Context: an optimization exercise on an open-source flow, tuned for small area. The choices shown serve that exercise and are no tape-out recipe.
The RTL was checked by simulation tests, not by an equivalence proof against the original design.
No activity file was given, so power comes from the tool's default toggle rates.

==> flow/constraint.sdc <==
create_clock -name core_clock -period 8.0 [get_ports {gmiiClk}]
set_input_delay 1.6000 -clock core_clock [delete_from_list [all_inputs] [get_ports {gmiiClk}]]
set_output_delay 1.6000 -clock core_clock [all_outputs]
set_load 0.01 [all_outputs]
==> flow/flow/abc.script <==
strash
&get -n
&fraig -x
&put
scorr
dc2
dretime
strash
&get -n
&deepsyn -T 60
&dch -f
&nf -R 1000
&put
==> flow/standard.sh <==
#!/bin/bash
# synth_recipe.tcl (not shown) runs the flow's synth.tcl, then flattens the netlist and writes it again
# the make line also repeats each setting of config.mk as NAME=value (left out here)
make -C /OpenROAD-flow-scripts/flow DESIGN_CONFIG=/design/flow/config.mk WORK_HOME=/design/flow/orfs CLKGATE_MAP_FILE= SYNTH_SCRIPT=/design/flow/synth_recipe.tcl "${@:-finish}"
==> flow/config.mk <==
export PLATFORM = sky130hd
export DESIGN_NAME = rxm_v23_sender
export DESIGN_NICKNAME = rxm_v23_sender
export VERILOG_FILES = /design/flow/design.v
export SDC_FILE = /design/flow/constraint.sdc
export NUM_CORES = 4
export LEC_CHECK = 0
export CAP_MARGIN = 20
export CORE_MARGIN = 2
export CORE_UTILIZATION = 65
export PLACE_DENSITY = 0.75
export SLEW_MARGIN = 20
==> flow/flow/run.sh <==
#!/bin/bash
# Layout: the standard ORFS flow (standard.sh) with three changes:
#  1. synthesis maps the logic with a stronger ABC script (flow/abc.script, used in
#     place of ORFS's abc_speed.script) and leaves adders to ABC instead of mapping
#     them to the platform's adder cells (ADDER_MAP_FILE empty); everything else in
#     synthesis is unchanged, so the registers are the standard synthesis's.
#  2. ports are buffered with buf_1 cells.
#  3. a leaner clock tree: clkbuf_8 buffers, smaller clusters, no dummy loads.
# Each step's output goes to its own log in the work folder.
set -eo pipefail
W=$(pwd)
rm -rf "$W/scripts_abc"
cp -r "$FLOW_HOME/scripts" "$W/scripts_abc"
cp "$W/flow/abc.script" "$W/scripts_abc/abc_speed.script"
export BUFFER_PORTS_ARGS="-buffer_cell sky130_fd_sc_hd__buf_1"
export CTS_ARGS="-sink_clustering_enable -repair_clock_nets -dont_use_dummy_load -buf_list {sky130_fd_sc_hd__clkbuf_8} -sink_clustering_size 16 -sink_clustering_max_diameter 50"
ADDER_MAP_FILE= SCRIPTS_DIR="$W/scripts_abc" bash standard.sh synth > "$W/synth_flow.log" 2>&1
bash standard.sh finish > "$W/layout_flow.log" 2>&1
==> flow/design.v <==
module rxm_v23_sender (
input           nrst,
input           enLatch,
input			rst_latch,
input			rst_p,
input			one_second_l,
input			gmiiClk,
input           gmiiRxDv,
input  [7:0]   	gmiiRxD,
input           gmiiRxErr,
output			gmiiTxEn,
output [7:0]	gmiiTxDa,
output [7:0]	rx_data,
output			rx_end,
output			rx_da_en,
output			rxCrcErr,
output          findReset_l,
output          findDevice_l,
output          findDeviceEnd_l,
output			findInit_l,
output			findActive_l,
output			findSync_l,
output          findCtrl_l,
output          findEctrl_l,
output          findEdata_l,
output          findData_l,
output          findStstus_l,
output			findUnknow_l,
output			chk_pkt_cnt_l,
output [15:0]	pkt_cnt,
output [15:0]	sv_cnt,
input [15:0]	dropDaAddr,
output			dropDaEn,
output [7:0]	dropDa,
input [15:0]	addDaAddr,
output			addDaEn,
input [7:0]		addDa,
input [15:0]	dropStAddr,
output			dropStEn,
output [7:0]	dropStDa,
input [15:0]	addStAddr,
output			addStEn,
input [7:0]		addStDa,
output [15:0]	rxHostMac,
output [7:0]	rxLocalMac,
output [23:0]	rxDelayTime,
output [31:0]	rxCfgValue,
output [7:0]	rxLastCmd,
output [1:0]	mfc,
output [39:0]	rxRev,
output [7:0]	star_chNo,
input [7:0]		localMac,
output [15:0]	rxPacketNum,
output [15:0]	rxPacketCrcErrNum,
output [7:0]	rxDnmNum,
output 			localIndexAviable,
output [1:0]	mib_da2,
output			led_crc,
output			rxSfd
, output		lts
);
localparam [2:0] S_IDLE = 3'd0, S_PRE = 3'd1, S_SFD = 3'd2, S_DATA = 3'd3,
                 S_CHK = 3'd4, S_OK = 3'd5, S_DROP = 3'd6, S_IFG = 3'd7;
wire Clk = gmiiClk;
function [31:0] crc8;
    input [31:0] c;
    input [7:0]  d;
    integer j;
    begin
        crc8 = c;
        for (j = 0; j < 8; j = j + 1)
            crc8 = {crc8[30:0], 1'b0} ^ ((crc8[31] ^ d[j]) ? 32'h04c11db7 : 32'h0);
    end
endfunction
reg       RxDv_reg, RxErr_reg;
reg [7:0] RxD_reg;
always @(posedge Clk or negedge nrst)
    if (~nrst) begin RxDv_reg <= 1'b0; RxD_reg <= 8'h0; RxErr_reg <= 1'b0; end
    else       begin RxDv_reg <= gmiiRxDv; RxD_reg <= gmiiRxD; RxErr_reg <= gmiiRxErr; end
reg tx_en_reg0, tx_en_reg1, tx_en_reg2, tx_en_reg3;
always @(posedge Clk or negedge nrst)
    if (~nrst) begin tx_en_reg0 <= 1'b0; tx_en_reg1 <= 1'b0; tx_en_reg2 <= 1'b0; tx_en_reg3 <= 1'b0; end
    else begin tx_en_reg0 <= RxDv_reg; tx_en_reg1 <= tx_en_reg0; tx_en_reg2 <= tx_en_reg1; tx_en_reg3 <= tx_en_reg2; end
wire crc_chk_eof = tx_en_reg1 & ~tx_en_reg0;
wire rx_end_reg  = tx_en_reg2 & ~tx_en_reg1;
reg [2:0] Current_state;
reg [3:0] ifgCnt;
reg       Too_short;
reg       crc_chk_err_level_reg;
always @(posedge Clk or negedge nrst)
    if (~nrst) Current_state <= S_IDLE;
    else case (Current_state)
        S_IDLE: if (RxDv_reg && RxD_reg == 8'h55) Current_state <= S_PRE;
        S_PRE:  if (!RxDv_reg | RxErr_reg) Current_state <= S_DROP;
                else if (RxD_reg == 8'hd5) Current_state <= S_SFD;
                else if (RxD_reg != 8'h55) Current_state <= S_DROP;
        S_SFD:  if (!RxDv_reg | RxErr_reg) Current_state <= S_DROP;
                else Current_state <= S_DATA;
        S_DATA: if (!RxDv_reg && !Too_short) Current_state <= S_CHK;
                else if (!RxDv_reg && Too_short || RxErr_reg) Current_state <= S_DROP;
        S_CHK:  if (crc_chk_err_level_reg) Current_state <= S_IFG;
                else Current_state <= S_OK;
        S_DROP: if (!RxDv_reg) Current_state <= S_IFG;
        S_OK:   Current_state <= S_IFG;
        S_IFG:  if (ifgCnt == 4'd8) Current_state <= S_IDLE;
        default: Current_state <= S_IDLE;
    endcase
wire st_sfd  = (Current_state == S_SFD);
wire st_data = (Current_state == S_DATA);
wire st_ifg  = (Current_state == S_IFG);
always @(posedge Clk or negedge nrst)
    if (~nrst)       ifgCnt <= 4'd0;
    else if (st_ifg) ifgCnt <= ifgCnt + 1'b1;
    else             ifgCnt <= 4'd0;
reg [6:0] cnt;
reg       sat;
always @(posedge Clk or negedge nrst)
    if (~nrst)        begin cnt <= 7'd0; sat <= 1'b0; end
    else if (st_sfd)  begin cnt <= 7'd0; sat <= 1'b0; end
    else if (st_data) begin cnt <= cnt + 1'b1; if (&cnt) sat <= 1'b1; end
wire [6:0] genCnt     = sat ? 7'h7f : cnt;
wire [5:0] insert_cnt = cnt[5:0];
reg rx_data_en, rx_sfd_reg;
always @(posedge Clk or negedge nrst)
    if (~nrst) begin rx_data_en <= 1'b0; rx_sfd_reg <= 1'b0; Too_short <= 1'b0; end
    else begin
        rx_data_en <= (st_data | st_sfd | rx_sfd_reg) & gmiiRxDv;
        rx_sfd_reg <= (Current_state == S_PRE) & (gmiiRxD == 8'hd5);
        Too_short  <= (genCnt < 7'd63);
    end
reg posi_dmac_l, posi_type, posi_pkt_cnt, posi_sv_cnt;
always @(posedge Clk or negedge nrst)
    if (~nrst) begin posi_dmac_l <= 1'b0; posi_type <= 1'b0; posi_pkt_cnt <= 1'b0; posi_sv_cnt <= 1'b0; end
    else if (rx_data_en) begin
        posi_dmac_l  <= (genCnt == 7'd4);
        posi_type    <= (genCnt == 7'd12);
        posi_pkt_cnt <= (genCnt == 7'd23);
        posi_sv_cnt  <= (genCnt == 7'd66);
    end
    else posi_dmac_l <= 1'b0;
reg [23:0] gmacdata;
reg [7:0]  rx_tmp_da;
always @(posedge Clk or negedge nrst)
    if (~nrst) begin gmacdata <= 24'h0; rx_tmp_da <= 8'h0; end
    else begin gmacdata <= {gmacdata[15:0], RxD_reg}; rx_tmp_da <= gmacdata[23:16]; end
reg dly_en_reg0, dly_en_reg1, dly_en_reg2;
localparam [3:0] F_NONE = 4'd0, F_CTRL = 4'd1, F_ECTRL = 4'd2, F_EDATA = 4'd3,
                 F_DATA = 4'd4, F_STATUS = 4'd5, F_UNKNOWN = 4'd6,
                 F_INIT = 4'd8, F_ACTIVE = 4'd9, F_RESET = 4'd10, F_SYNC = 4'd11,
                 F_DEVICE = 4'd12, F_DEVEND = 4'd13;
reg  [3:0] ftype;
reg  [3:0] fcode;
wire [15:0] source_da = {gmacdata[23:16], gmacdata[7:0]};
always @(*) begin
    if      (source_da == 16'h7000) fcode = F_INIT;
    else if (source_da == 16'h7001) fcode = F_DEVICE;
    else if (source_da == 16'h7002) fcode = F_DEVEND;
    else if (source_da == 16'h7300) fcode = F_SYNC;
    else if (source_da == 16'h7200) fcode = F_RESET;
    else if (source_da == 16'h0000) fcode = F_DATA;
    else if (source_da == 16'h0100) fcode = F_STATUS;
    else if (source_da == {8'h71, localMac}) fcode = F_ACTIVE;
    else if (source_da == {8'h61, localMac}) fcode = F_CTRL;
    else if (source_da == {8'h62, localMac}) fcode = F_ECTRL;
    else if (source_da == {8'h63, localMac}) fcode = F_EDATA;
    else fcode = F_UNKNOWN;
end
always @(posedge Clk or negedge nrst)
    if (~nrst)             ftype <= F_NONE;
    else if (~dly_en_reg2) ftype <= F_NONE;
    else if (posi_dmac_l)  ftype <= fcode;
wire init_l_reg   = (ftype == F_INIT);
wire sync_l_reg   = (ftype == F_SYNC);
wire data_l_reg   = (ftype == F_DATA);
wire status_l_reg = (ftype == F_STATUS);
wire cmd_l        = ~ftype[3] & ~ftype[2] & (ftype[1] | ftype[0]);    
assign findCtrl_l   = (ftype == F_CTRL);
assign findEctrl_l  = (ftype == F_ECTRL);
assign findEdata_l  = (ftype == F_EDATA);
assign findData_l   = data_l_reg;
assign findStstus_l = status_l_reg;
assign findUnknow_l = (ftype == F_UNKNOWN);
localparam [2:0] K_INIT = 3'd0, K_ACTIVE = 3'd1, K_RESET = 3'd2, K_SYNC = 3'd3,
                 K_DEVICE = 3'd4, K_DEVEND = 3'd5;
reg       crc_err_reg;
reg [2:0] cmd_hist;
reg [2:0] cmd_kind;
wire      cmd_any   = ftype[3];
wire      cmd_pulse = crc_err_reg & cmd_any;
always @(posedge Clk or negedge nrst)
    if (~nrst) crc_err_reg <= 1'b0;
    else       crc_err_reg <= rx_end_reg & ~crc_chk_err_level_reg;
always @(posedge Clk or negedge nrst)
    if (~nrst) begin cmd_hist <= 3'b0; cmd_kind <= 3'd0; end
    else begin
        cmd_hist <= {cmd_hist[1:0], cmd_pulse};
        if (cmd_pulse)
            cmd_kind <= ftype[2:0];
    end
wire cmd_on = |cmd_hist;
assign findInit_l      = cmd_on & (cmd_kind == K_INIT);
assign findActive_l    = cmd_on & (cmd_kind == K_ACTIVE);
assign findReset_l     = cmd_on & (cmd_kind == K_RESET);
assign findSync_l      = cmd_on & (cmd_kind == K_SYNC);
assign findDevice_l    = cmd_on & (cmd_kind == K_DEVICE);
assign findDeviceEnd_l = cmd_on & (cmd_kind == K_DEVEND);
reg [31:0] chk_n;
always @(posedge Clk or negedge nrst)
    if (~nrst)           chk_n <= 32'h0;
    else if (rx_sfd_reg) chk_n <= 32'h0;
    else if (rx_data_en) chk_n <= ~crc8(~chk_n, RxD_reg);
wire chk_bad = crc_chk_eof & (chk_n != ~32'hc704dd7b);
reg  crc_chk_err_l;
always @(posedge Clk or negedge nrst)
    if (~nrst) crc_chk_err_l <= 1'b0;
    else       crc_chk_err_l <= chk_bad;
always @(posedge Clk or negedge nrst)
    if (~nrst)               crc_chk_err_level_reg <= 1'b0;
    else if (crc_chk_err_l)  crc_chk_err_level_reg <= 1'b1;
    else if (Current_state == S_IDLE) crc_chk_err_level_reg <= 1'b0;
assign rxCrcErr = crc_chk_err_level_reg;
assign rxSfd    = rx_sfd_reg;
reg        type_reg, chk_pkt_cnt;
reg [15:0] pkt_cnt_reg, pkt_sv_reg;
always @(posedge Clk or negedge nrst)
    if (~nrst)           type_reg <= 1'b0;
    else if (rx_sfd_reg) type_reg <= 1'b0;
    else if (posi_type)  type_reg <= (gmacdata[15:0] == 16'hc000);
always @(posedge Clk or negedge nrst)
    if (~nrst)             pkt_cnt_reg <= 16'h0;
    else if (rx_sfd_reg)   pkt_cnt_reg <= 16'h0;
    else if (posi_pkt_cnt) pkt_cnt_reg <= gmacdata[15:0];
always @(posedge Clk or negedge nrst)
    if (~nrst)            pkt_sv_reg <= 16'h0;
    else if (rx_sfd_reg)  pkt_sv_reg <= 16'h0;
    else if (posi_sv_cnt) pkt_sv_reg <= gmacdata[15:0];
always @(posedge Clk or negedge nrst)
    if (~nrst)           chk_pkt_cnt <= 1'b0;
    else if (rx_sfd_reg) chk_pkt_cnt <= 1'b0;
    else if (rx_end_reg) chk_pkt_cnt <= ~crc_chk_err_l & type_reg;
assign chk_pkt_cnt_l = chk_pkt_cnt;
assign pkt_cnt       = pkt_cnt_reg;
assign sv_cnt        = pkt_sv_reg;
reg [7:0] ch_cnt;
reg       ch_data;
reg avaib_status_drop, avaib_status_add, avaib_data_drop, avaib_data_add;
reg drop_status_en, add_status_en, drop_data_en, add_data_en;
reg dly_add_data_en, dly_add_status_en;
always @(posedge Clk or negedge nrst)
    if (~nrst) begin ch_cnt <= 8'h0; ch_data <= 1'b0; end
    else begin
        ch_data <= data_l_reg;
        if (data_l_reg)        begin if (insert_cnt == 6'ha)      ch_cnt <= ch_cnt + 1'b1; end
        else if (status_l_reg) begin if (insert_cnt[3:0] == 4'hb) ch_cnt <= ch_cnt + 1'b1; end
        else                   ch_cnt <= 8'h0;
    end
always @(posedge Clk or negedge nrst)
    if (~nrst) begin avaib_status_drop <= 1'b0; avaib_status_add <= 1'b0; avaib_data_drop <= 1'b0; avaib_data_add <= 1'b0; end
    else begin
        avaib_status_drop <= (dropStAddr[15:8] != 0) && (dropStAddr[7:0] > dropStAddr[15:8]) && (dropStAddr[7:0] <= 8'd65);
        avaib_status_add  <= (addStAddr[15:8]  != 0) && (addStAddr[7:0]  > addStAddr[15:8])  && (addStAddr[7:0]  <= 8'd65);
        avaib_data_drop   <= (dropDaAddr[15:8] != 0) && (dropDaAddr[7:0] > dropDaAddr[15:8]) && (dropDaAddr[7:0] <= 8'd129);
        avaib_data_add    <= (addDaAddr[15:8]  != 0) && (addDaAddr[7:0]  > addDaAddr[15:8])  && (addDaAddr[7:0]  <= 8'd129);
    end
always @(posedge Clk or negedge nrst)
    if (~nrst) drop_status_en <= 1'b0;
    else if ((ch_cnt == dropStAddr[15:8]) && avaib_status_drop && status_l_reg) drop_status_en <= 1'b1;
    else if (ch_data ? (dropStAddr[7:0] == 8'h0) : (ch_cnt == dropStAddr[7:0])) drop_status_en <= 1'b0;
always @(posedge Clk or negedge nrst)
    if (~nrst) add_status_en <= 1'b0;
    else if ((ch_cnt == addStAddr[15:8]) && avaib_status_add && status_l_reg) add_status_en <= 1'b1;
    else if (ch_data ? (addStAddr[7:0] == 8'h0) : (ch_cnt == addStAddr[7:0])) add_status_en <= 1'b0;
always @(posedge Clk or negedge nrst)
    if (~nrst) drop_data_en <= 1'b0;
    else if ((ch_cnt == dropDaAddr[15:8]) && avaib_data_drop && data_l_reg) drop_data_en <= 1'b1;
    else if (ch_data ? (ch_cnt == dropDaAddr[7:0]) : (dropDaAddr[7:0] == 8'h0)) drop_data_en <= 1'b0;
always @(posedge Clk or negedge nrst)
    if (~nrst) add_data_en <= 1'b0;
    else if ((ch_cnt == addDaAddr[15:8]) && avaib_data_add && data_l_reg) add_data_en <= 1'b1;
    else if (ch_data ? (ch_cnt == addDaAddr[7:0]) : (addDaAddr[7:0] == 8'h0)) add_data_en <= 1'b0;
assign dropDaEn = drop_data_en;
assign dropDa   = gmiiRxD;
assign addDaEn  = add_data_en;
assign dropStEn = drop_status_en;
assign dropStDa = RxD_reg;
assign addStEn  = add_status_en;
always @(posedge Clk or negedge nrst)
    if (~nrst) begin dly_add_data_en <= 1'b0; dly_add_status_en <= 1'b0; end
    else begin dly_add_data_en <= add_data_en; dly_add_status_en <= add_status_en; end
reg [7:0]  dly_reg0, dly_reg1, dly_reg2, dly_reg3;
reg [39:0] rev_reg;
reg        insert_device_cnt;
wire       crc_gen_enable;
wire [7:0] gen_out;
always @(posedge Clk or negedge nrst)
    if (~nrst) begin
        dly_reg0 <= 8'h0; dly_reg1 <= 8'h0; dly_reg2 <= 8'h0; dly_reg3 <= 8'h0;
        dly_en_reg0 <= 1'b0; dly_en_reg1 <= 1'b0; dly_en_reg2 <= 1'b0;
    end
    else begin
        dly_reg0 <= dly_add_data_en   ? addDa   : RxD_reg;
        dly_reg1 <= dly_add_status_en ? addStDa : dly_reg0;
        dly_reg2 <= insert_device_cnt ? (rev_reg[7:0] + 1'b1) : dly_reg1;
        dly_reg3 <= crc_gen_enable ? gen_out : dly_reg2;
        dly_en_reg0 <= rx_data_en;
        dly_en_reg1 <= dly_en_reg0;
        dly_en_reg2 <= dly_en_reg1;
    end
reg rx_da_en_reg;
always @(posedge Clk or negedge nrst)
    if (~nrst)                rx_da_en_reg <= 1'b0;
    else if (genCnt == 7'h10) rx_da_en_reg <= 1'b1;
    else if (st_ifg)          rx_da_en_reg <= 1'b0;
assign rx_data  = rx_tmp_da;
assign rx_da_en = RxDv_reg & rx_da_en_reg;
assign rx_end   = rx_end_reg;
assign gmiiTxEn = tx_en_reg3;
assign gmiiTxDa = dly_reg3;
reg [7:0]  local_mac_reg, last_cmd_reg;
reg [15:0] host_mac_reg;
reg [23:0] delay_reg;
reg        lts_reg;
always @(posedge Clk or negedge nrst)
    if (~nrst)      begin local_mac_reg <= 8'h0; host_mac_reg <= 16'h0; end
    else if (rst_p) begin local_mac_reg <= 8'h0; host_mac_reg <= 16'h0; end
    else if (init_l_reg && rst_latch && genCnt == 7'hd) begin
        local_mac_reg <= gmiiRxD;
        host_mac_reg  <= {rx_tmp_da, gmacdata[23:16]};
    end
always @(posedge Clk or negedge nrst)
    if (~nrst)      last_cmd_reg <= 8'h0;
    else if (rst_p) last_cmd_reg <= 8'h0;
    else if (cmd_l && genCnt == 7'h6) last_cmd_reg <= rx_tmp_da;
always @(posedge Clk or negedge nrst)
    if (~nrst)                delay_reg <= 24'h0;
    else if (genCnt == 7'h10) delay_reg <= gmacdata;
always @(posedge Clk or negedge nrst)
    if (~nrst)                lts_reg <= 1'b0;
    else if (~RxDv_reg)       lts_reg <= 1'b0;
    else if (genCnt == 7'h12) lts_reg <= 1'b1;
reg [1:0]  conf_cnt_reg;
reg [31:0] conf_reg, conf_q;
always @(posedge Clk or negedge nrst)
    if (~nrst)      begin conf_reg <= 32'h0; conf_cnt_reg <= 2'b0; conf_q <= 32'h0; end
    else if (rst_p) begin conf_reg <= 32'h0; conf_cnt_reg <= 2'b0; conf_q <= 32'h0; end
    else if (sync_l_reg & (genCnt == 7'h14)) begin
        conf_reg     <= {gmacdata, RxD_reg};
        conf_cnt_reg <= {conf_cnt_reg[0], (conf_reg == {gmacdata, RxD_reg})};
        if (&conf_cnt_reg) conf_q <= conf_reg;
    end
always @(posedge Clk or negedge nrst)
    if (~nrst) rev_reg <= 40'h0;
    else if (sync_l_reg & (genCnt == 7'h19)) rev_reg <= {dly_reg3, dly_reg2, dly_reg1, dly_reg0, RxD_reg};
always @(posedge Clk or negedge nrst)
    if (~nrst) insert_device_cnt <= 1'b0;
    else       insert_device_cnt <= sync_l_reg & (genCnt == 7'h1a);
reg [7:0] dnm_num_reg, dnm_q;
reg [1:0] dnm_cnt;
always @(posedge Clk or negedge nrst)
    if (~nrst)      begin dnm_num_reg <= 8'h0; dnm_cnt <= 2'b0; dnm_q <= 8'h0; end
    else if (rst_p) begin dnm_num_reg <= 8'h0; dnm_cnt <= 2'b0; dnm_q <= 8'h0; end
    else if (status_l_reg & (genCnt == 7'hc)) begin
        dnm_num_reg <= RxD_reg;
        dnm_cnt     <= {dnm_cnt[0], (dnm_num_reg == RxD_reg)};
        if (&dnm_cnt) dnm_q <= dnm_num_reg;
    end
reg mfCntl_reg, mfCnth_reg;
always @(posedge Clk or negedge nrst)
    if (~nrst) begin mfCntl_reg <= 1'b0; mfCnth_reg <= 1'b0; end
    else if (sync_l_reg & (genCnt == 7'd14)) begin mfCntl_reg <= &gmacdata[15:8]; mfCnth_reg <= &gmacdata[7:0]; end
assign rxLocalMac  = local_mac_reg;
assign rxHostMac   = host_mac_reg;
assign rxLastCmd   = last_cmd_reg;
assign rxDelayTime = delay_reg;
assign rxCfgValue  = conf_q;
assign rxRev       = rev_reg;
assign mfc         = {mfCnth_reg, mfCntl_reg};
assign star_chNo   = 8'h0;
assign rxDnmNum    = dnm_q;
assign localIndexAviable = (dnm_q == local_mac_reg);
reg [2:0]  crc_en_cnt;
reg [31:0] gen_n;
wire       crc_gen_en = dly_en_reg2 & gmiiRxDv;
always @(posedge Clk or negedge nrst)
    if (~nrst)               crc_en_cnt <= 3'h7;
    else if (crc_gen_en)     crc_en_cnt <= 3'h0;
    else if (!crc_en_cnt[2]) crc_en_cnt <= crc_en_cnt + 1'b1;
assign crc_gen_enable = ~crc_en_cnt[2] & ~crc_gen_en;
always @(posedge Clk or negedge nrst)
    if (~nrst)               gen_n <= 32'h0;
    else if (rx_sfd_reg)     gen_n <= 32'h0;
    else if (crc_gen_en)     gen_n <= ~crc8(~gen_n, dly_reg2);
    else if (crc_gen_enable) gen_n <= {gen_n[23:0], 8'h00};
assign gen_out = {gen_n[24], gen_n[25], gen_n[26], gen_n[27],
                        gen_n[28], gen_n[29], gen_n[30], gen_n[31]};
reg [1:0]  one_second_edge;
reg        one_second_e;
reg [15:0] packet_all_cnt_reg, latch_packet_all_cnt;
reg [15:0] packet_all_crc_err_cnt_reg, latch_packet_all_crc_err_cnt;
always @(posedge Clk or negedge nrst)
    if (~nrst) begin one_second_edge <= 2'b0; one_second_e <= 1'b0; end
    else begin
        one_second_edge <= {one_second_edge[0], one_second_l};
        one_second_e    <= ~one_second_edge[0] & one_second_edge[1];
    end
always @(posedge Clk or negedge nrst)
    if (~nrst)             packet_all_cnt_reg <= 16'h0;
    else if (one_second_e) packet_all_cnt_reg <= 16'h0;
    else if (st_sfd)       packet_all_cnt_reg <= packet_all_cnt_reg + 1'b1;
always @(posedge Clk or negedge nrst)
    if (~nrst)              packet_all_crc_err_cnt_reg <= 16'h0;
    else if (one_second_e)  packet_all_crc_err_cnt_reg <= 16'h0;
    else if (crc_chk_err_l) packet_all_crc_err_cnt_reg <= packet_all_crc_err_cnt_reg + 1'b1;
always @(posedge Clk or negedge nrst)
    if (~nrst) begin latch_packet_all_cnt <= 16'h0; latch_packet_all_crc_err_cnt <= 16'h0; end
    else if (one_second_e) begin
        latch_packet_all_cnt         <= packet_all_cnt_reg;
        latch_packet_all_crc_err_cnt <= packet_all_crc_err_cnt_reg;
    end
assign rxPacketNum       = latch_packet_all_cnt;
assign rxPacketCrcErrNum = latch_packet_all_crc_err_cnt;
assign led_crc           = |latch_packet_all_crc_err_cnt;
reg pkt_ok_reg;
always @(posedge Clk or negedge nrst)
    if (~nrst)           pkt_ok_reg <= 1'b0;
    else if (st_sfd)     pkt_ok_reg <= 1'b0;
    else if (rx_end_reg) pkt_ok_reg <= ~crc_chk_err_l;
assign mib_da2 = {pkt_ok_reg, RxDv_reg};
assign lts     = lts_reg;
endmodule
==> results of run 1 <==
==> Yosys cell counts, types with 4 or more instances <==
cell type	n	area, µm²
dfrtp_1	486	12160
a22o_1	155	1358
nand2_1	125	469.2
mux2_1	108	1216
a21oi_1	91	455.4
clkinv_1	87	326.6
o21ai_0	84	420.4
xnor2_1	74	648.1
nor2_1	69	259.0
xor2_1	62	543.0
nor3_1	60	300.3
o22ai_1	36	225.2
nor4_1	35	219.0
and3_1	26	162.7
nand3_1	21	105.1
buf_4	20	150.1
a22oi_1	19	142.6
nand4_1	18	112.6
o21a_1	16	120.1
a221oi_1	15	131.4
and2_0	14	87.58
o221ai_1	11	96.34
nand2b_1	10	62.56
nor2b_1	10	62.56
o2bb2ai_1	10	87.58
a21o_1	8	60.06
o211ai_1	8	60.06
a221o_1	7	70.07
a222oi_1	7	70.07
o31ai_1	7	52.55
a32oi_1	6	52.55
or4_1	6	45.04
a2111oi_0	5	43.79
nor4b_1	5	43.79
o2111ai_1	5	43.79
a211oi_1	4	30.03
o311ai_0	4	35.03
o41ai_1	4	35.03
==> final cells by class <==
| class | instances | area (µm²) |
|---|---|---|
| Multi-Input combinational cell | 1176 | 8185 |
| Clock buffer | 45 | 619.3 |
| Sequential cell | 489 | 12240 |
| Fill cell | 2284 | 8150 |
| Timing Repair Buffer | 381 | 1526 |
| Inverter | 87 | 326.6 |
| Antenna cell | 1 | 2.502 |
| Tap cell | 402 | 503.0 |
==> final timing paths <==
path	startpoint	to	slack [ps]
min in group asynchronous	nrst	conf_reg[21]$_DFFE_PN0P_	900
max reg2reg	Current_state[1]$_DFFE_PN0P_	packet_all_cnt_reg[15]$_DFFE_PN0P_	4300
min	dly_en_reg0$_DFF_PN0_	dly_en_reg1$_DFF_PN0_	360
min reg2reg	dly_en_reg0$_DFF_PN0_	dly_en_reg1$_DFF_PN0_	360
max	rst_p	conf_q[12]$_DFFE_PN0P_	3970
max in group asynchronous	nrst	gen_n[14]$_DFFE_PN0P_	5390
==> worst max-delay path: stages <==
cell and delay, ps:
buf_1 70, buf_4 200, or4_1 550, nor2_2 90, buf_4 380, and3_1 700, buf_4 340, nor2_2 40
buf_4 250, a22o_1 220
==> report_power, final <==
group	switching, mW	internal [mW]	total [mW]
Clock	0.761	0.502	1.26
Sequential	0.197	2.64	2.84
Combinational	0.695	0.445	1.14
==> per-stage QoR <==
| stage | util (%) | hold WS (ps) | std cells |
|---|---|---|---|
| floorplan | - | 331.2 | 1772 |
| global placement | 72.09 | 333.8 | 2534 |
| detailed placement | 72.13 | 338.9 | 2535 |
| CTS | 74.09 | 358.2 | 2580 |
| global route | 74.17 | 361.3 | 2581 |
| finish | 74.17 | 357.7 | 2581 |
==> kinds of logic (layout without fill, tap and decap cells) <==
family / Yosys count / count (layout)
AOI/OAI and AO/OA: 510 / 510
xor gates and xnor gates: 136 / 136
adders and majority gates: 2 / 2
buffers and inverters: 107 / 513
DFF: 489 / 489
muxes: 108 / 108
other: 1 / 9
and+or+nand+nor: 412 / 412
==> placed cells by master, fill, tap and decap left out, drive strengths merged, types with 62 or more instances in the layout <==
cell	count
dfrtp	486
buf	380
a22o	155
nand2	125
mux2	108
a21oi	91
clkinv	87
o21ai	84
xnor2	74
nor2	69
xor2	62
==> per-layer routing <==
| layer | vias to the layer above | track usage [%] | part of all wire, % |
|---|---|---|---|
| met5 | - | 0 | 0.021 |
| met4 | 2 | 11.17 | 3.4 |
| met3 | 130 | 5.759 | 7.9 |
| met2 | 800 | 54.38 | 48 |
| met1 | 8326 | 47.18 | 41 |
| li1 | 7373 | - | - |
==> results.json, run 1 <==
{
  "outcome": "timing/DRC/antenna clean",
  "finalCritPeriodShare_pct": 50.41,
  "fin_nets": 2284,
  "die_w_um": 183.0,
  "clk_pin_slew_ps": 90,
  "cp-end-kind": "flop",
  "ys_seq_elements": 489,
  "drc": 0,
  "hp-class": "reg2reg",
  "layout-drive-gt1-share_pct": 3.673,
  "synth_top_family_by_area": "compound AO/OA/AOI/OAI gates",
  "worstPathRequired_ps": 8440,
  "dpl_cell_area_mm2": 0.02276,
  "clk_path_buf_depth": 3,
  "cts_tree": "yes",
  "post-cts-setup-buffers": 0,
  "yosys.area_share.simple_pct": 9.753,
  "cts_sinks": 489,
  "drt_iter0_drc": 1389,
  "cts_made_buffers": 45,
  "yosysWarnings": 1,
  "worst_pin_slew_ps": 1065,
  "grt_pass1_wl_um": 88930,
  "grt_usage_pct": 33.70,
  "final-max-slew-violation-count": 0,
  "ys.flop_type": "dfrtp_1",
  "finalSetupTns_ps": 0,
  "row_count": 65,
  "grt_max_degree": 180,
  "antenna_found_initial": 2,
  "synth_area_mm2": 0.02083,
  "h-tree-depth": 2,
  "synth_edf_count": 0,
  "initial_utilization_pct": 66.02,
  "synthMuxAreaShare_pct": 5.837,
  "pwr_density_cell_mw_per_mm2": 224.1,
  "core_area_mm2": 0.03156,
  "power_mw": 5.245,
  "worstPathArrival_ps": 4470,
  "viasPerCell": 6.444,
  "stdcell_area_mm2": 0.02340,
  "cts-resized-gates": 0,
  "dieArea_mm2": 0.03350,
  "critPathLaunchType": "primary input",
  "period_minus_slack_ps": 4032,
  "rsz0062_at_grt": "false",
  "cap_violations": 0,
  "fp.dieH_um": 183.0,
  "syn_avg_cell_area_um2": 11.80,
  "async_reset_ff_share_pct": 100.0,
  "ys_seq_area_share_pct": 58.75,
  "ir_drop_v": 0.0002679,
  "io_buffers": 363,
  "dp_hpwl_um": 40290,
  "setup_viol": 0,
  "slew_headroom_pct": 28.98,
  "synth_cell_types": 54,
  "first_global_vias": 16000,
  "worstPathMaxFanout": 36,
  "io_pins": 373,
  "max_freq_ghz": 0.2480,
  "largest_reg_flops": 40,
  "synth_compound_gate_area_share_pct": 17.54,
  "totalWireLength_um": 56500,
  "place_congestion": 0.9289,
  "grt_overflow": 0,
  "hold_depth": 0,
  "syn-instance-count": 1765,
  "synthAdderAreaFrac_pct": 0.09609,
  "final_hold_viol_count": 0,
  "vias": 16630,
  "first_pass_iters": 5,
  "pre_cts_slack_ps": 3435,
  "ff2ff_path_depth": 13,
  "wire_per_inst_um": 21.89,
  "fin_ws_ps": 3968,
  "fin_skew_ps": 53.16,
  "synth_xor_area_share_pct": 5.717,
  "antenna_left": 0,
  "p_leak_nw": 10.55,
  "cts-hold-fix-buffers": 0,
  "clock_latency_ps": 580,
  "syn_to_final_growth_pct": 12.34,
  "critPathKind": "in2reg",
  "root_buffer": "clkbuf_8"
}
==> run 2, diff against run 1 <==
--- a/flow/config.mk
+++ b/flow/config.mk
@@ -9,4 +9,4 @@
 export CORE_MARGIN = 2
-export CORE_UTILIZATION = 65
-export PLACE_DENSITY = 0.75
+export CORE_UTILIZATION = 80
+export PLACE_DENSITY = 0.88
 export SLEW_MARGIN = 20
==> run 2 against run 1 <==
  * Critical path depth grew 4
  * Sequential share of layout area up 0.45 points
  * Synthesized cell count did not move
  * Non-clock buffer count shrank 4
  * Register-to-register slack got worse by 220 ps
  * Critical endpoint is now packet_all_cnt_reg[15]$_DFFE_PN0P_
==> results.json, run 2 <==
{
  "cts-hold-fix-buffers": 0,
  "dp_hpwl_um": 41070,
  "pwr_density_cell_mw_per_mm2": 228.4,
  "finalCritPeriodShare_pct": 48.97,
  "cts_tree": "yes",
  "grt_max_degree": 184,
  "worstPathMaxFanout": 11,
  "io_buffers": 363,
  "ys.flop_type": "dfrtp_1",
  "ir_drop_v": 0.0002844,
  "core_area_mm2": 0.02584,
  "synthMostInstantiatedCell": "dfrtp_1",
  "totalWireLength_um": 63400,
  "ys_seq_elements": 489,
  "final_hold_viol_count": 0,
  "drt_iter0_drc": 2664,
  "cp_cell_sequence": "clkinv_1 > nor3_1 > buf_4 > and3_1 > and2_0 > and3_1 > and2_0 > and3_1 > and2_0 > and3_1 > and2_0 > and3_1 > and3_1 > nor3_1",
  "hp-class": "reg2reg",
  "hp-start": "dly_en_reg1$_DFF_PN0_",
  "outcome": "timing/DRC/antenna clean",
  "drc": 0,
  "switchingPower_mw": 1.775,
  "worstPathRequired_ps": 8400,
  "cp_slowest_cell": "dfrtp_1",
  "antenna_left": 0,
  "clock_latency_ps": 580,
  "final_core_util_pct": 89.83,
  "wire_per_inst_um": 25.33,
  "synth_cell_types": 54,
  "antenna_found_initial": 0,
  "first_global_vias": 17420,
  "rrSetupSlack_ps": 4080,
  "setup_viol": 0,
  "critPathLaunchType": "flop",
  "p_leak_nw": 10.48,
  "cap_violations": 0,
  "critPathKind": "reg2reg",
  "post-synth-top-area-fraction_pct": 58.37,
  "syn_avg_cell_area_um2": 11.80,
  "cts_sinks": 489,
  "layout_common_cells": "dfrtp_1 (485), buf_1 (362), a22o_1 (155), nand2_1 (125), mux2_1 (108)",
  "grt_overflow": 0,
  "async_reset_ff_share_pct": 100.0,
  "largest_reg_flops": 40,
  "critPathMostFrequentCell": "and3_1",
  "p_sw_share_pct": 33.48,
  "cts_made_buffers": 39,
  "post-cts-setup-buffers": 0,
  "grt_pass1_wl_um": 96510,
  "stdcell_area_mm2": 0.02321,
  "mostFrequentLayoutCell": "dfrtp_1",
  "clk_pin_slew_ps": 100,
  "holdPathEnd": "dly_en_reg2$_DFF_PN0_",
  "h-tree-depth": 2,
  "antenna_cells": 0,
  "max_stage_delay_ps": 560,
  "fin_nets": 2274,
  "fin_skew_ps": 75.81,
  "vias": 17990,
  "combPwrFrac_pct": 23.2,
  "die_w_um": 165.4,
  "internal_power_mw": 3.526,
  "finalSetupTns_ps": 0,
  "synth_area_leader_cell": "dfrtp_1",
  "root_buffer": "clkbuf_8",
  "ff2ff_path_depth": 14,
  "max_freq_ghz": 0.2552,
  "synth_edf_count": 0,
  "worstPathArrival_ps": 4320,
  "rr_endpoint": "packet_all_cnt_reg[15]$_DFFE_PN0P_",
  "r2r_start": "Current_state[1]$_DFFE_PN0P_",
  "pre_cts_slack_ps": 4102,
  "grt_usage_pct": 46.31,
  "worst_pin_slew_ps": 1110,
  "viasPerCell": 7.187,
  "ys_seq_area_share_pct": 58.75,
  "place_congestion": 0.9595,
  "fp.dieH_um": 165.4,
  "period_minus_slack_ps": 3918,
  "p_clk_share_pct": 22.7,
  "yosysWarnings": 1,
  "io_pins": 373,
  "fill_cells": 1096,
  "final-max-slew-violation-count": 0,
  "dpl_cell_area_mm2": 0.02265,
  "synthTopCellsByCount": "dfrtp_1 (486), a22o_1 (155), nand2_1 (125)",
  "fin_ws_ps": 4082,
  "first_pass_iters": 9,
  "seqPwrFrac_pct": 54.1,
  "synth_area_mm2": 0.02083,
  "initial_utilization_pct": 80.63,
  "row_count": 59,
  "rsz0062_at_grt": "false",
  "yosys-top-cells-area": "dfrtp_1 (58%), a22o_1 (6.5%), mux2_1 (5.8%), xnor2_1 (3.1%), xor2_1 (2.6%)",
  "layout-drive-gt1-share_pct": 3.229,
  "syn_to_final_growth_pct": 11.40,
  "slew_headroom_pct": 26.02,
  "cp-end-kind": "flop",
  "dieArea_mm2": 0.02735,
  "syn-instance-count": 1765,
  "clk_path_buf_depth": 3,
  "hold_depth": 0,
  "cts-resized-gates": 0
}
## run 2: changes by cell type in the layout (fill, tap and decap cells not counted)
cell and change:
nand2b_2 -1, diode_2 -1, nand2b_1 +1, buf_4 -4, dfrtp_4 +1, clkbuf_8 -6, a21oi_1 -1, dfrtp_2 -1
a21oi_2 +1
## run 2: kinds of logic after synthesis
group	count (synthesis)	share of synthesized area, %
AO/OA/AOI/OAI	510	17.54
XOR/XNOR	136	5.717
adder cells (fa/ha/maj)	2	0.09609
buffers and inverters	107	2.288
flip-flops	489	58.75
multiplexers	108	5.838
other	1	0.01800
AND/OR/NAND/NOR	412	9.753
## run 2: area by class of cell
cell class                      count  area (µm²)  share of cell area, %
Sequential cell                   489       12240                  52.75
Clock buffer                       39       536.8                  2.313
Inverter                           87       326.6                  1.407
Multi-Input combinational cell   1176        8187                  35.27
Tap cell                          335       419.2                  1.806
Timing Repair Buffer              377        1496                  6.447
## run 2: power groups by stage
stage / clock, mW / sequential, mW / combinational (mW)
6_report: 1.20 / 2.87 / 1.23
5_1_grt: 1.29 / 2.88 / 1.32
4_1_cts: 1.19 / 2.85 / 1.19
3_5_place_dp: 0 / 2.89 / 1.15
3_3_place_gp: 0 / 2.87 / 1.08
2_1_floorplan: 0 / 2.83 / 0.834
## run 2: through the flow
step	hold slack (ps)	power [mW]	instances
after floorplan	331.2	3.664	1772
after global placement	333.0	3.954	2463
after detailed placement	345.5	4.043	2464
after CTS	356.9	5.229	2503
after global routing	372.6	5.486	2503
final	355.9	5.302	2503
## run 2: worst max path at each step
stage                                            start                                  to  slack [ps]  cells past startpoint
final                     Current_state[1]$_DFFE_PN0P_  packet_all_cnt_reg[15]$_DFFE_PN0P_        4080                     14
after global routing      Current_state[1]$_DFFE_PN0P_  packet_all_cnt_reg[15]$_DFFE_PN0P_        3740                     14
after CTS                 Current_state[1]$_DFFE_PN0P_  packet_all_cnt_reg[15]$_DFFE_PN0P_        4160                     14
after detailed placement                      gmiiRxDv               gen_n[11]$_DFFE_PN0P_        4100                      7
after global placement                           rst_p               conf_q[2]$_DFFE_PN0P_        4160                      8
after floorplan                                  rst_p               conf_q[0]$_DFFE_PN0P_        2970                      5
## run 2: critical path: cells and delay by family, from the launching register on
family	cells	cell delay, ps
and+or+nand+nor	12	2820
DFF	1	560
buffers and inverters	2	400
## run 2: routing by layer
metal / part of all wire (%) / GRT usage (%) / routed length, µm
met1: 35 / 60.09 / 22030
met2: 46 / 71.78 / 29390
met3: 12 / 12.31 / 7535
met4: 7.0 / 26.29 / 4441
met5: 0 / 0 / 0
==> run 3, diff against run 2 <==
--- a/flow/config.mk
+++ b/flow/config.mk
@@ -7,3 +7,3 @@
 export LEC_CHECK = 0
-export CAP_MARGIN = 20
+export CAP_MARGIN = 5
 export CORE_MARGIN = 2
@@ -11,2 +11,2 @@
 export PLACE_DENSITY = 0.88
-export SLEW_MARGIN = 20
+export SLEW_MARGIN = 5
==> run 3 against run 2 <==
  * The layout now fails its checks (capacitance limit, slew limit)
  * Setup slack lost 130 ps
  * Non-clock buffer count is the same
  * Cell count is the same
  * Combinational power is essentially flat
  * First-iteration DRC count grew 0.86%
  * Sequential share of layout area is essentially flat
  * Die area is the same
  * Sequential power is essentially flat
  * Register-to-register slack lost 130 ps
  * Maximum frequency shrank 3.3%
  * Flip-flop and latch count is the same
  * Worst hold slack gained 9.6 ps
  * Largest cell class unchanged
==> results.json, run 3 <==
{
  "max_stage_delay_ps": 560,
  "combPwrFrac_pct": 23.3,
  "period_minus_slack_ps": 4053,
  "synth_area_leader_cell": "dfrtp_1",
  "antenna_left": 0,
  "vias": 18130,
  "mostFrequentLayoutCell": "dfrtp_1",
  "async_reset_ff_share_pct": 100.0,
  "io_buffers": 363,
  "ir_drop_v": 0.0002761,
  "critPathLaunchType": "flop",
  "grt_usage_pct": 46.05,
  "yosysWarnings": 1,
  "wire_per_inst_um": 25.81,
  "totalWireLength_um": 64610,
  "placed_cells": 2463,
  "synthMostInstantiatedCell": "dfrtp_1",
  "first_pass_iters": 9,
  "layout-drive-gt1-share_pct": 2.998,
  "clock_latency_ps": 590,
  "synth_top_family_by_area": "compound AO/OA/AOI/OAI gates",
  "hp-class": "reg2reg",
  "synthMuxAreaShare_pct": 5.837,
  "layout_common_cells": "dfrtp_1 (485), buf_1 (362), a22o_1 (155), nand2_1 (125), mux2_1 (108)",
  "cp-end-kind": "flop",
  "whs_ps": 365.5,
  "die_w_um": 165.4,
  "fin_nets": 2274,
  "fp.dieH_um": 165.4,
  "critPathMostFrequentCell": "and3_1",
  "worstPathMaxFanout": 11,
  "internal_power_mw": 3.526,
  "post-synth-top-area-fraction_pct": 58.37,
  "root_buffer": "clkbuf_8",
  "first_global_vias": 17490,
  "cts_made_buffers": 39,
  "synth_area_mm2": 0.02083,
  "pwr_density_cell_mw_per_mm2": 229.9,
  "worstPathRequired_ps": 8400,
  "ys.flop_type": "dfrtp_1",
  "final-max-slew-violation-count": 16,
  "fill_cells": 1135,
  "cts_tree": "yes",
  "cts_sinks": 489,
  "antenna_cells": 0,
  "grt_overflow": 0,
  "cts-resized-gates": 0,
  "rsz0062_at_grt": "false",
  "finalSetupTns_ps": 0,
  "max_freq_ghz": 0.2468,
  "critPathKind": "reg2reg",
  "grt_pass1_wl_um": 95710,
  "drc": 0,
  "h-tree-depth": 2,
  "seqPwrFrac_pct": 53.9,
  "ys_seq_elements": 489,
  "final_hold_viol_count": 0,
  "synthAdderAreaFrac_pct": 0.09609,
  "yosys.area_share.simple_pct": 9.753,
  "row_count": 59,
  "worst_pin_slew_ps": 1556,
  "dieArea_mm2": 0.02735,
  "dpl_cell_area_mm2": 0.02263,
  "dp_hpwl_um": 41940,
  "outcome": "finished with violations",
  "fin_skew_ps": 71.35,
  "viasPerCell": 7.244,
  "violations": "capacitance limit, slew limit",
  "synthTopCellsByCount": "dfrtp_1 (486), a22o_1 (155), nand2_1 (125)",
  "synth_compound_gate_area_share_pct": 17.54,
  "cp_cell_sequence": "clkinv_1 > nor3_1 > buf_4 > and3_1 > and2_0 > and3_1 > and2_0 > and3_1 > and2_0 > and3_1 > and2_0 > and3_1 > and3_1 > nor3_1",
  "clk_path_buf_depth": 3,
  "ys_seq_area_share_pct": 58.75,
  "initial_utilization_pct": 80.63,
  "worstPathArrival_ps": 4450,
  "largest_reg_flops": 40,
  "cts-hold-fix-buffers": 0,
  "antenna_found_initial": 1,
  "place_congestion": 0.9595,
  "setup_viol": 0,
  "drt_iter0_drc": 2687,
  "grt_max_degree": 184,
  "synth_cell_types": 54,
  "finalCritPeriodShare_pct": 50.66,
  "cp_slowest_cell": "dfrtp_1",
  "synth_xor_area_share_pct": 5.717,
  "final_cells": 2503,
  "yosys-top-cells-area": "dfrtp_1 (58%), a22o_1 (6.5%), mux2_1 (5.8%), xnor2_1 (3.1%), xor2_1 (2.6%)",
  "slew_headroom_pct": -3.721,
  "stdcell_area_mm2": 0.02318,
  "post-cts-setup-buffers": 0,
  "path_buf_inv": 2,
  "synth_edf_count": 0,
  "cap_violations": 1,
  "syn-instance-count": 1765,
  "p_leak_nw": 10.48,
  "syn_avg_cell_area_um2": 11.80,
  "io_pins": 373,
  "switchingPower_mw": 1.804,
  "syn_to_final_growth_pct": 11.28,
  "clk_pin_slew_ps": 100,
  "p_sw_share_pct": 33.84,
  "path_delay_family": "simple AND/OR/NAND/NOR gates",
  "core_area_mm2": 0.02584,
  "p_clk_share_pct": 22.7
}
==> run 3: cell counts after synthesis <==
No cell type changed its count.
==> run 3: kinds of logic after synthesis <==
| kind of cell | after synthesis |
|---|---|
| adders and majority gates | 2 |
| and+or+nand+nor | 412 |
| xor gates and xnor gates | 136 |
| other | 1 |
| muxes | 108 |
| buffers and inverters | 107 |
| AOI/OAI and AO/OA | 510 |
| DFF | 489 |
==> run 3: worst paths after layout <==
kind	start	to	slack [ps]	cells after the start
setup / recovery	Current_state[1]$_DFFE_PN0P_	packet_all_cnt_reg[15]$_DFFE_PN0P_	3950	14
hold / removal	cmd_hist[1]$_DFF_PN0_	cmd_hist[2]$_DFF_PN0_	370	0
setup reg to reg	Current_state[1]$_DFFE_PN0P_	packet_all_cnt_reg[15]$_DFFE_PN0P_	3950	14
hold reg to reg	cmd_hist[1]$_DFF_PN0_	cmd_hist[2]$_DFF_PN0_	370	0
max in group asynchronous	nrst	drop_data_en$_DFFE_PN0P_	5310	2
min in group asynchronous	nrst	latch_packet_all_crc_err_cnt[15]$_DFFE_PN0P_	1120	1
==> run 3: final cells by class <==
cell class              count  area [µm²]  area share [%]
inverters                  87       326.6           1.409
well taps                 335       419.2           1.808
repair buffers            377        1500           6.471
clock buffers              39       536.8           2.315
flip-flops and latches    489       12240           52.80
multi-input cells        1176        8159           35.19
==> run 3: power groups by stage <==
| stage | Sequential [mW] | Clock (mW) | Combinational (mW) |
|---|---|---|---|
| after floorplan | 2.83 | 0 | 0.834 |
| after global placement | 2.87 | 0 | 1.08 |
| after detailed placement | 2.89 | 0 | 1.16 |
| after CTS | 2.85 | 1.19 | 1.20 |
| after global routing | 2.89 | 1.29 | 1.34 |
| final | 2.87 | 1.21 | 1.24 |
==> run 3: metal layers <==
layer  part of all wire [%]  global-route usage [%]
met3                     12                   11.01
met5                  0.020                       0
met2                     47                   72.73
met1                     34                   59.29
met4                    6.9                   26.33
==> run 3: worst reg2reg max path, delay by kind of cell, from the launching register on <==
family,cells,cell delay (ps)
buf+inv,2,400
flops,1,560
simple gates,12,2920
==> run 3: metrics by stage <==
stage                     setup WS [ps]  total power, mW  util (%)
after floorplan                    2972            3.664         -
after global placement             4162            3.954     87.60
after detailed placement           4046            4.058     87.60
after CTS                          4056            5.244     89.68
after global routing               3694            5.513     89.73
final                              3947            5.330     89.73
==> run 4, diff against run 3 <==
--- a/flow/flow/run.sh
+++ b/flow/flow/run.sh
@@ -7,3 +7,3 @@
 #  2. ports are buffered with buf_1 cells.
-#  3. a leaner clock tree: clkbuf_8 buffers, smaller clusters, no dummy loads.
+#  3. a leaner clock tree: clkbuf_16 buffers, smaller clusters, no dummy loads.
 # Each step's output goes to its own log in the work folder.
@@ -15,3 +15,3 @@
 export BUFFER_PORTS_ARGS="-buffer_cell sky130_fd_sc_hd__buf_1"
-export CTS_ARGS="-sink_clustering_enable -repair_clock_nets -dont_use_dummy_load -buf_list {sky130_fd_sc_hd__clkbuf_8} -sink_clustering_size 16 -sink_clustering_max_diameter 50"
+export CTS_ARGS="-sink_clustering_enable -repair_clock_nets -dont_use_dummy_load -buf_list {sky130_fd_sc_hd__clkbuf_16} -sink_clustering_size 28 -sink_clustering_max_diameter 50"
 ADDER_MAP_FILE= SCRIPTS_DIR="$W/scripts_abc" bash standard.sh synth > "$W/synth_flow.log" 2>&1
--- a/flow/config.mk
+++ b/flow/config.mk
@@ -7,6 +7,6 @@
 export LEC_CHECK = 0
-export CAP_MARGIN = 5
+export CAP_MARGIN = 20
 export CORE_MARGIN = 2
-export CORE_UTILIZATION = 80
-export PLACE_DENSITY = 0.88
-export SLEW_MARGIN = 5
+export CORE_UTILIZATION = 65
+export PLACE_DENSITY = 0.75
+export SLEW_MARGIN = 20
==> run 4 against run 3 <==
  * Now clean on timing, DRC and antenna
  * Power rose by 6.5%
  * Setup slack got worse by 38 ps
  * Worst hold slack got worse by 17 ps
  * Sequential share of layout area fell by 1.4 points
  * Die area rose by 22%
  * Cell count rose by 3.0%
  * Via count fell by 8.3%
  * Synthesized cell count did not move
  * Global-route usage fell by 12 points
  * Sequential power barely moved
  * Maximum frequency fell by 0.92%
  * Combinational power fell by 7%
  * Largest power group unchanged
==> results.json, run 4 <==
{
  "outcome": "timing/DRC/antenna clean",
  "placed_cells": 2535,
  "viasPerCell": 6.452,
  "ys_seq_elements": 489,
  "clock_latency_ps": 540,
  "cts_tree": "yes",
  "synth_cell_types": 54,
  "setup_viol": 0,
  "die_w_um": 183.0,
  "critPathKind": "in2reg",
  "cp_slowest_cell": "and3_1",
  "first_global_vias": 16100,
  "clk_path_buf_depth": 3,
  "worstPathArrival_ps": 4510,
  "synth_compound_gate_area_share_pct": 17.54,
  "cts_made_buffers": 40,
  "synth_area_leader_cell": "dfrtp_1",
  "cts_sinks": 489,
  "stdcell_area_mm2": 0.02380,
  "p_leak_nw": 10.72,
  "whs_ps": 348.7,
  "initial_utilization_pct": 66.02,
  "finalSetupTns_ps": 0,
  "place_congestion": 0.9289,
  "path_buf_inv": 5,
  "cts-resized-gates": 0,
  "final_hold_viol_count": 0,
  "seqCellArea_mm2": 0.01224,
  "rrSetupSlack_ps": 4350,
  "grt_overflow": 0,
  "worstPathRequired_ps": 8410,
  "pwr_density_cell_mw_per_mm2": 238.6,
  "synth_top_family_by_area": "compound AO/OA/AOI/OAI gates",
  "grt_max_degree": 180,
  "ir_drop_v": 0.0002698,
  "drt_iter0_drc": 1385,
  "syn_to_final_growth_pct": 14.22,
  "yosys-top-cells-area": "dfrtp_1 (58%), a22o_1 (6.5%), mux2_1 (5.8%), xnor2_1 (3.1%), xor2_1 (2.6%)",
  "fin_skew_ps": 49.94,
  "multi_input_area_mm2": 0.008183,
  "cp-end-kind": "flop",
  "power_mw": 5.678,
  "ys.flop_type": "dfrtp_1",
  "post-synth-top-area-fraction_pct": 58.37,
  "synth_xor_area_share_pct": 5.717,
  "yosys.area_share.simple_pct": 9.753,
  "finalCritPeriodShare_pct": 51.13,
  "dieArea_mm2": 0.03350,
  "clk_pin_slew_ps": 60,
  "synth_area_mm2": 0.02083,
  "max_stage_delay_ps": 710,
  "slew_headroom_pct": 30.07,
  "post-cts-setup-buffers": 0,
  "dp_hpwl_um": 40290,
  "max_freq_ghz": 0.2445,
  "first_pass_iters": 6,
  "yosysWarnings": 1,
  "worst_pin_slew_ps": 1049,
  "mostFrequentLayoutCell": "dfrtp_1",
  "final_cells": 2577,
  "syn_avg_cell_area_um2": 11.80,
  "cp_cell_sequence": "buf_1 > buf_4 > or4_1 > nor2_2 > buf_4 > and3_1 > buf_4 > nor2_2 > buf_4 > a22o_1",
  "root_buffer": "clkbuf_16",
  "final_core_util_pct": 75.41,
  "synth_edf_count": 0,
  "async_reset_ff_share_pct": 100.0,
  "path_delay_family": "simple AND/OR/NAND/NOR gates",
  "largest_reg_flops": 40,
  "final-max-slew-violation-count": 0,
  "io_buffers": 363,
  "fin_nets": 2280,
  "cap_violations": 0,
  "grt_usage_pct": 34.15,
  "row_count": 65,
  "worstPathMaxFanout": 36,
  "synthMuxAreaShare_pct": 5.837,
  "fill_cells": 2223,
  "antenna_left": 0,
  "layout-drive-gt1-share_pct": 3.450,
  "core_area_mm2": 0.03156,
  "syn-instance-count": 1765,
  "h-tree-depth": 2,
  "dpl_cell_area_mm2": 0.02276,
  "layout_common_cells": "dfrtp_1 (485), buf_1 (362), a22o_1 (155), nand2_1 (125), mux2_1 (108)",
  "rsz0062_at_grt": "false",
  "grt_pass1_wl_um": 89960,
  "drc": 0,
  "cts-hold-fix-buffers": 0,
  "io_pins": 373,
  "synthTopCellsByCount": "dfrtp_1 (486), a22o_1 (155), nand2_1 (125)",
  "period_minus_slack_ps": 4090,
  "critPathMostFrequentCell": "buf_4",
  "synthMostInstantiatedCell": "dfrtp_1",
  "wire_per_inst_um": 22.23,
  "antenna_found_initial": 2,
  "fin_ws_ps": 3910,
  "fp.dieH_um": 183.0,
  "ys_seq_area_share_pct": 58.75,
  "pre_cts_slack_ps": 3435,
  "synthAdderAreaFrac_pct": 0.09609,
  "hp-class": "reg2reg",
  "vias": 16630,
  "critPathLaunchType": "primary input",
  "totalWireLength_um": 57300
}
## run 4: cell counts after synthesis
No cell type changed its count.
## run 4: cell families after synthesis
logic type / count (synthesis)
AOI/OAI and AO/OA: 510
muxes: 108
other: 1
buffers and inverters: 107
xor gates and xnor gates: 136
DFF: 489
and+or+nand+nor: 412
adders and majority gates: 2
## run 4: where the power goes
part | internal (mW) | total (mW) | switching, mW
clock | 0.881 | 1.69 | 0.808
combinational | 0.445 | 1.15 | 0.701
sequential | 2.65 | 2.84 | 0.197
## run 4: routing by layer
layer	vias to the layer above	part of all wire [%]	track usage [%]
li1	7374	-	-
met1	8277	41	47.60
met2	839	48	55.32
met3	134	7.8	5.322
met4	2	3.5	12.16
met5	-	0.021	0
## run 4: worst paths after layout
kind                                         startpoint                                  to  depth (start not counted)
max in group asynchronous                          nrst              rev_reg[2]$_DFFE_PN0P_                          3
min in group asynchronous                          nrst            conf_reg[11]$_DFFE_PN0P_                          1
setup / recovery                                  rst_p              conf_q[12]$_DFFE_PN0P_                         10
hold reg to reg                   dly_en_reg0$_DFF_PN0_               dly_en_reg1$_DFF_PN0_                          0
hold / removal                    dly_en_reg0$_DFF_PN0_               dly_en_reg1$_DFF_PN0_                          0
setup reg to reg           Current_state[1]$_DFFE_PN0P_  packet_all_cnt_reg[15]$_DFFE_PN0P_                         13
## run 4: cell type report
class                           instances  share of cell area, %
Timing Repair Buffer                  382                  6.462
Multi-Input combinational cell       1176                  34.39
Inverter                               87                  1.372
Clock buffer                           40                  4.207
Tap cell                              402                  2.114
Sequential cell                       489                  51.45
Antenna cell                            1                0.01052
## run 4: worst reg2reg max path, cell delays in order, from the launching register on
cell and delay (ps):
dfrtp_1 530, clkinv_1 190, nor3_1 280, and3_1 250
and2_0 280, and3_1 240, and2_0 270, and3_1 230
and2_0 270, and3_1 230, and2_0 250, and3_1 280
and3_1 180, nor3_1 40

separate check: timing with driven ports:
No port has a modelled driver above. Below, the same layouts with a new extraction and two added sets of constraints. Step 1 sets driving cells, clkbuf_16 on the clock port and buf_2 on the other inputs (assumed; they add their load-dependent delay and slew). Step 2 times the ports against the registers' clock, not the clock port: input delays grow and output delays shrink by t, the midpoint of the rising clock arrivals with the driver on. Slacks: no drivers / after step 1 / after step 2; pairs: no drivers / after step 1.
| run | t, ns | setup slack, ns | worst setup path at the end |
|---|---|---|---|
| run 1 | 0.601 | 3.968 / 3.950 / 3.389 | input to register |
| run 2 | 0.598 | 4.082 / 4.082 / 3.728 | input to register |
| run 3 | 0.603 | 3.947 / 3.947 / 3.696 | input to register |
| run 4 | 0.571 | 3.910 / 3.937 / 3.367 | input to register |
The setup slack of run 1, which loses most, moves by -0.018 ns with the drivers and by -0.579 ns with both steps.
